This is an optimization exercise on Yosys and OpenROAD, whose aim is small area, not a production implementation. The RTL was checked by simulation tests, not by an equivalence proof against the original design. Power figures rest on the tool's default switching activity, not on a simulated workload.

## v30
## game
module game(clk, movement, row, col, state, start, reset, matrix, head_row, head_col, fout, ones, tens);
    input clk;
    input start, reset;
    input [3:0] movement;
    output [7:0] row;
    output reg [7:0] col;
    output reg [2:0] head_row, head_col;
    output reg [63:0] matrix;
    output [2:0] state;
    output reg fout;
    output reg [7:0] ones, tens;
    localparam [63:0] HAPPY = 64'h0018244200666600;
    localparam [63:0] SAD   = 64'h0042241800666600;
    localparam [63:0] FIRST = 64'h000000000E000000;  
    reg run, over;               
    reg [2:0] rc;                
    reg [7:0] cnt;
    reg [2:0] st;                
    reg [3:0] so;                
    reg dv, dax, dsg;            
    reg [2:0] ai;                
    reg [1:0] q [0:30];          
    reg [2:0] er, ec;            
    reg [2:0] pr, pc;            
    reg [2:0] wc;                
    reg cov;                     
    reg stp, grw, wrp, sta;      
    integer i;
    assign state = {over, run, ~run & ~over};
    assign row = 8'd1 << rc;
    wire tick = (cnt == 8'd1) & ~fout;
    reg [2:0] ar, ac;
    always @(*) begin
        case (ai)
            3'd0: begin ar = 3'd0; ac = 3'd4; end
            3'd1: begin ar = 3'd4; ac = 3'd1; end
            3'd2: begin ar = 3'd1; ac = 3'd5; end
            3'd3: begin ar = 3'd5; ac = 3'd2; end
            3'd4: begin ar = 3'd2; ac = 3'd6; end
  ...
==> flow/config.mk <==
export PLATFORM = sky130hd
export DESIGN_NAME = game
export DESIGN_NICKNAME = game
export VERILOG_FILES = /design/flow/design.v
export SDC_FILE = /design/flow/constraint.sdc
export NUM_CORES = 8
export LEC_CHECK = 0
export CAP_MARGIN = 20
export CORE_MARGIN = 2
export CORE_UTILIZATION = 60
export CTS_BUF_LIST = sky130_fd_sc_hd__clkbuf_8
export SLEW_MARGIN = 20
==> flow/constraint.sdc <==
create_clock -name core_clock -period 10.0 [get_ports {clk}]
set_input_delay 2.0000 -clock core_clock [delete_from_list [all_inputs] [get_ports {clk}]]
set_output_delay 2.0000 -clock core_clock [all_outputs]
set_load 0.01 [all_outputs]
standard.sh (not shown) runs the stock make flow with config.mk's settings and CLKGATE_MAP_FILE= SYNTH_SCRIPT=/design/flow/synth_recipe.tcl, a recipe that flattens the netlist after the stock synthesis.
==> flow/flow/run.sh <==
#!/bin/bash
# Layout flow: the standard flow (standard.sh) with two changes.
#  1. Synthesis maps the combinational logic for area (flow/synth_area.tcl):
#     the registers are those of the standard synthesis, which runs first and
#     is compared with; if they differ, the standard netlist is used.
#  2. The port buffers are buf_1 cells.
#  3. Clock tree synthesis adds no dummy loads.
# Each step writes its full output to a log file here.
set -u
W=$(pwd)
R=$W/orfs/results/sky130hd/game/base

bash standard.sh synth > log_synth_standard.log 2>&1 || exit 1
cp "$R/1_2_yosys.v" "$W/netlist_standard.v"

MAKECMD=$(grep '^make ' standard.sh | sed "s|SYNTH_SCRIPT=[^ ]*|SYNTH_SCRIPT=$W/flow/synth_area.tcl|; s|\"\${@:-finish}\"||")
rm -f "$R/1_2_yosys.v" "$R/1_synth.odb" "$R/1_synth.sdc"
if eval "$MAKECMD synth" > log_synth_area.log 2>&1; then
  regs() { grep -oE '^ *sky130_fd_sc_hd__[a-z]*df[a-z]*_[0-9]+ +[^ ]+' "$1" | sed 's/_[0-9]* / /' | sort; }
  if [[ "$(regs "$W/netlist_standard.v")" == "$(regs "$R/1_2_yosys.v")" ]]; then
    echo "area synthesis: registers match the standard synthesis" > log_synth_check.log
  else
    echo "area synthesis: registers differ; using the standard netlist" > log_synth_check.log
    rm -f "$R/1_synth.odb" "$R/1_synth.sdc"
    cp "$W/netlist_standard.v" "$R/1_2_yosys.v"
    eval "$MAKECMD synth" >> log_synth_check.log 2>&1 || exit 1
  fi
else
  echo "area synthesis failed; using the standard netlist" > log_synth_check.log
  rm -f "$R/1_synth.odb" "$R/1_synth.sdc"
  cp "$W/netlist_standard.v" "$R/1_2_yosys.v"
  eval "$MAKECMD synth" >> log_synth_check.log 2>&1 || exit 1
fi

export BUFFER_PORTS_ARGS="-buffer_cell sky130_fd_sc_hd__buf_1"
export CTS_ARGS="-sink_clustering_enable -repair_clock_nets -buf_list {sky130_fd_sc_hd__clkbuf_4 sky130_fd_sc_hd__clkbuf_8} -sink_clustering_size 8 -sink_clustering_max_diameter 40 -dont_use_dummy_load"
bash standard.sh > log_layout.log 2>&1
Other scripts of this flow, unchanged in this note and not shown: flow/flow/area.abc, flow/flow/synth_area.tcl
Here is what was changed in the inputs of v17 compared with v30.
Settings: CAP_MARGIN changed from 20 to 0; SLEW_MARGIN changed from 20 to 0.
-- flow/flow/run.sh --
<<< v30, line 7
#  3. Clock tree synthesis adds no dummy loads.
>>> v17, line 7
<<< v30, line 36
export CTS_ARGS="-sink_clustering_enable -repair_clock_nets -buf_list {sky130_fd_sc_hd__clkbuf_4 sky130_fd_sc_hd__clkbuf_8} -sink_clustering_size 8 -sink_clustering_max_diameter 40 -dont_use_dummy_load"
>>> v17, line 35
--- outcome ---
Looking at the reports, v17 completed the entire flow and the layout it produced met the timing, DRC and antenna checks. Taking v30 as the reference, in v17 met2 track demand over resource up 0.41 points; met1 track demand over resource in global routing flat. Compared with v30, in v17 total track usage up 0.31 points, wire length of the first global-routing pass up 0.39%, number of cells in the finished layout apart from fillers up 15, total power of the final layout up about 6%, internal power contribution up 60 µW. Of v30 and v17, the lower final core utilization belongs to v30. Compared with v30, v17 ends up with more cell area. v17: vias per cell is 0.045 lower than what v30 reported.

* * *

game, a different RTL version from the one above (not shown whole).
Size: ~190 flip-flops, roughly 110 I/O pins, ~0.012 mm2 of cells after synthesis.
clock: 10.0 ns
lec_check: 0
cap_margin: 20
core_margin: 2
core_utilization: 60
cts_buf_list: sky130_fd_sc_hd__clkbuf_8
slew_margin: 20
==> flow/flow/run.sh <==
#!/bin/bash
# The standard layout, with the port buffers made from buf_1 cells.
export BUFFER_PORTS_ARGS="-buffer_cell sky130_fd_sc_hd__buf_1"
bash standard.sh > flow_standard.log 2>&1
Change:
--- a/flow/config.mk
+++ b/flow/config.mk
@@ -8,5 +8,6 @@
 export CAP_MARGIN = 20
 export CORE_MARGIN = 2
-export CORE_UTILIZATION = 60
+export CORE_UTILIZATION = 45
 export CTS_BUF_LIST = sky130_fd_sc_hd__clkbuf_8
+export CTS_CLUSTER_SIZE = 10
 export SLEW_MARGIN = 20
The new run produced a clean layout; design area came out higher by about 1%; clock power came out higher by about 7.5%; core utilization falls by 16 points; routed wire length rises by 2.4%; hold slack improved by 0.012 ns; setup slack improves by 0.015 ns; global-route usage went down by 7.4 points.
Change:
--- a/flow/config.mk
+++ b/flow/config.mk
@@ -9,5 +9,4 @@
 export CORE_MARGIN = 2
 export CORE_UTILIZATION = 45
-export CTS_BUF_LIST = sky130_fd_sc_hd__clkbuf_8
-export CTS_CLUSTER_SIZE = 10
+export CTS_BUF_LIST = sky130_fd_sc_hd__clkbuf_8 sky130_fd_sc_hd__clkbuf_16
 export SLEW_MARGIN = 20
Core utilization climbs by 0.74 points.
Register-to-register slack degrades by 0.04 ns.
First-iteration DRC count climbs by 23%.
Synthesized cell count is unchanged.
Die area does not change.
Global-route usage hardly moves.
Final cell count stays the same.
Worst setup slack degrades by 0.038 ns.
Cell area climbs by 1.5%.

* * *

== before ==
RTL: one of the versions met above, not the one the previous note started from.
Size: roughly 190 flip-flops, ~0.0097 mm^2 of cells after synthesis.
clock: 10.0 ns
lec_check: 0
cap_margin: 20
core_margin: 2
core_utilization: 60
cts_buf_list: sky130_fd_sc_hd__clkbuf_8
gpl_timing_driven: 0
slew_margin: 20
==> flow/flow/run.sh <==
#!/bin/bash
# Layout flow: the standard flow (standard.sh) with two changes.
#  1. Synthesis maps the combinational logic for area (flow/synth_area.tcl):
#     the registers are those of the standard synthesis, which runs first and
#     is compared with; if they differ, the standard netlist is used.
#  2. The port buffers are buf_1 cells.
#  3. Clock tree synthesis adds no dummy loads.
# Each step writes its full output to a log file here.
set -u
W=$(pwd)
R=$W/orfs/results/sky130hd/game/base

bash standard.sh synth > log_synth_standard.log 2>&1 || exit 1
cp "$R/1_2_yosys.v" "$W/netlist_standard.v"

MAKECMD=$(grep '^make ' standard.sh | sed "s|SYNTH_SCRIPT=[^ ]*|SYNTH_SCRIPT=$W/flow/synth_area.tcl|; s|\"\${@:-finish}\"||")
rm -f "$R/1_2_yosys.v" "$R/1_synth.odb" "$R/1_synth.sdc"
if eval "$MAKECMD synth" > log_synth_area.log 2>&1; then
  regs() { grep -oE '^ *sky130_fd_sc_hd__[a-z]*df[a-z]*_[0-9]+ +[^ ]+' "$1" | sed 's/_[0-9]* / /' | sort; }
  if [[ "$(regs "$W/netlist_standard.v")" == "$(regs "$R/1_2_yosys.v")" ]]; then
    echo "area synthesis: registers match the standard synthesis" > log_synth_check.log
  else
    echo "area synthesis: registers differ; using the standard netlist" > log_synth_check.log
    rm -f "$R/1_synth.odb" "$R/1_synth.sdc"
    cp "$W/netlist_standard.v" "$R/1_2_yosys.v"
    eval "$MAKECMD synth" >> log_synth_check.log 2>&1 || exit 1
  fi
else
  echo "area synthesis failed; using the standard netlist" > log_synth_check.log
  rm -f "$R/1_synth.odb" "$R/1_synth.sdc"
  cp "$W/netlist_standard.v" "$R/1_2_yosys.v"
  eval "$MAKECMD synth" >> log_synth_check.log 2>&1 || exit 1
fi

export BUFFER_PORTS_ARGS="-buffer_cell sky130_fd_sc_hd__buf_1"
export CTS_ARGS="-sink_clustering_enable -repair_clock_nets -buf_list sky130_fd_sc_hd__clkbuf_8 -dont_use_dummy_load"
bash standard.sh > log_layout.log 2>&1
Other scripts of this flow, unchanged in this note and not shown: flow/flow/area.abc, flow/flow/synth_area.tcl
Setup changes, before to after
- changing CORE_UTILIZATION from 60 to 70
- removing GPL_TIMING_DRIVEN (formerly 0)
diff --git a/flow/flow/run.sh b/flow/flow/run.sh
--- a/flow/flow/run.sh
+++ b/flow/flow/run.sh
@@ -6,3 +6,2 @@
 #  2. The port buffers are buf_1 cells.
-#  3. Clock tree synthesis adds no dummy loads.
 # Each step writes its full output to a log file here.
@@ -35,3 +34,2 @@
 export BUFFER_PORTS_ARGS="-buffer_cell sky130_fd_sc_hd__buf_1"
-export CTS_ARGS="-sink_clustering_enable -repair_clock_nets -buf_list sky130_fd_sc_hd__clkbuf_8 -dont_use_dummy_load"
 bash standard.sh > log_layout.log 2>&1
Share of power burned in combinational logic in after is 1.5 points below before. On after: placement row count is 3 lower than what before gave. Combinational power of after is on par with before. For the fmax, after came in about 6% higher than before did. Final critical-path required period came out lower on after than on before. Diff after..before | fraction of standard cell area that is sequential | negligible. Clock-buffer cell count: after vs before identical. Between after and before, met3 track demand over resource is lower for before, after comes in above that. Density: after denser than before. Vias: after more than before.

* * *

== the reference run ==
Starting RTL as in the previous note.
==> flow/config.mk <==
export PLATFORM = sky130hd
export DESIGN_NAME = game
export DESIGN_NICKNAME = game
export VERILOG_FILES = /design/flow/design.v
export SDC_FILE = /design/flow/constraint.sdc
export NUM_CORES = 8
export LEC_CHECK = 0
export CAP_MARGIN = 20
export CORE_MARGIN = 2
export CORE_UTILIZATION = 60
export CTS_BUF_LIST = sky130_fd_sc_hd__clkbuf_8
export SLEW_MARGIN = 20
==> flow/constraint.sdc <==
create_clock -name core_clock -period 10.0 [get_ports {clk}]
set_input_delay 2.0000 -clock core_clock [delete_from_list [all_inputs] [get_ports {clk}]]
set_output_delay 2.0000 -clock core_clock [all_outputs]
set_load 0.01 [all_outputs]
==> flow/flow/run.sh <==
#!/bin/bash
# Layout flow: the standard flow (standard.sh) with two changes.
#  1. Synthesis maps the combinational logic for area (flow/synth_area.tcl):
#     the registers are those of the standard synthesis, which runs first and
#     is compared with; if they differ, the standard netlist is used.
#  2. The port buffers are buf_1 cells.
#  3. Clock tree synthesis adds no dummy loads.
# Each step writes its full output to a log file here.
set -u
W=$(pwd)
R=$W/orfs/results/sky130hd/game/base

bash standard.sh synth > log_synth_standard.log 2>&1 || exit 1
cp "$R/1_2_yosys.v" "$W/netlist_standard.v"

MAKECMD=$(grep '^make ' standard.sh | sed "s|SYNTH_SCRIPT=[^ ]*|SYNTH_SCRIPT=$W/flow/synth_area.tcl|; s|\"\${@:-finish}\"||")
rm -f "$R/1_2_yosys.v" "$R/1_synth.odb" "$R/1_synth.sdc"
if eval "$MAKECMD synth" > log_synth_area.log 2>&1; then
  regs() { grep -oE '^ *sky130_fd_sc_hd__[a-z]*df[a-z]*_[0-9]+ +[^ ]+' "$1" | sed 's/_[0-9]* / /' | sort; }
  if [[ "$(regs "$W/netlist_standard.v")" == "$(regs "$R/1_2_yosys.v")" ]]; then
    echo "area synthesis: registers match the standard synthesis" > log_synth_check.log
  else
    echo "area synthesis: registers differ; using the standard netlist" > log_synth_check.log
    rm -f "$R/1_synth.odb" "$R/1_synth.sdc"
    cp "$W/netlist_standard.v" "$R/1_2_yosys.v"
    eval "$MAKECMD synth" >> log_synth_check.log 2>&1 || exit 1
  fi
else
  echo "area synthesis failed; using the standard netlist" > log_synth_check.log
  rm -f "$R/1_synth.odb" "$R/1_synth.sdc"
  cp "$W/netlist_standard.v" "$R/1_2_yosys.v"
  eval "$MAKECMD synth" >> log_synth_check.log 2>&1 || exit 1
fi

export BUFFER_PORTS_ARGS="-buffer_cell sky130_fd_sc_hd__buf_1"
export CTS_ARGS="-sink_clustering_enable -repair_clock_nets -buf_list sky130_fd_sc_hd__clkbuf_8 -dont_use_dummy_load"
bash standard.sh > log_layout.log 2>&1
Other scripts of this flow, unchanged in this note and not shown: flow/flow/area.abc, flow/flow/synth_area.tcl
Edits applied to the flow inputs when going from the reference run to the trial run:
diff --git a/flow/flow/run.sh b/flow/flow/run.sh
--- a/flow/flow/run.sh
+++ b/flow/flow/run.sh
@@ -5,5 +5,4 @@
 #     is compared with; if they differ, the standard netlist is used.
 #  2. The port buffers are buf_1 cells.
-#  3. Clock tree synthesis adds no dummy loads.
 # Each step writes its full output to a log file here.
 set -u
@@ -34,4 +33,3 @@
 
 export BUFFER_PORTS_ARGS="-buffer_cell sky130_fd_sc_hd__buf_1"
-export CTS_ARGS="-sink_clustering_enable -repair_clock_nets -buf_list sky130_fd_sc_hd__clkbuf_8 -dont_use_dummy_load"
 bash standard.sh > log_layout.log 2>&1
## What came out
The reference run → the trial run: number of placed cells counting well taps level; area fraction of clock buffers and clock inverters rose by 1.5 points; register-to-register slack up 0.04 ns; final area shows an increase of 170 um^2.

port drivers added, routing unchanged:
In the flow no input, the clock included, has a driving cell. The finished layouts below were timed again as built, in two steps.
Step 1 (the two cells are an assumption about what drives the block):
set clk [get_ports {clk}]
set_driving_cell -lib_cell sky130_fd_sc_hd__clkbuf_16 $clk
set_driving_cell -lib_cell sky130_fd_sc_hd__buf_2 [delete_from_list [all_inputs] $clk]
Step 2 moves the port delays by t, midway between the first and last clock arrival at a register: inputs arrive t later, outputs are due t later. That takes back most of the time a late clock gives input paths.
a / b / c = no drivers / after step 1 / after step 2; a / b = the first two.
| run | t (ns) | setup slack, ns | worst hold slack (ns) |
|---|---|---|---|
| v30 | 0.494 | 2.036 / 2.036 / 2.036 | 0.430 / 0.430 / 0.430 |
| v17 | 0.526 | 2.094 / 2.094 / 2.094 | 0.449 / 0.449 / 0.449 |
| the first run of note 2 | 0.520 | 3.563 / 3.563 / 3.563 | 0.444 / 0.444 / 0.444 |
| the second run of note 2 | 0.528 | 3.578 / 3.578 / 3.578 | 0.456 / 0.456 / 0.456 |
| the third run of note 2 | 0.493 | 3.540 / 3.540 / 3.540 | 0.447 / 0.447 / 0.447 |
| before | 0.508 | 1.217 / 1.217 / 1.217 | 0.441 / 0.441 / 0.441 |
| after | 0.516 | 1.692 / 1.692 / 1.692 | 0.456 / 0.456 / 0.456 |
| the reference run | 0.494 | 2.036 / 2.036 / 2.036 | 0.430 / 0.430 / 0.430 |
| the trial run | 0.528 | 2.076 / 2.076 / 2.076 | 0.449 / 0.449 / 0.449 |
After both steps setup and hold are still met in every run listed.
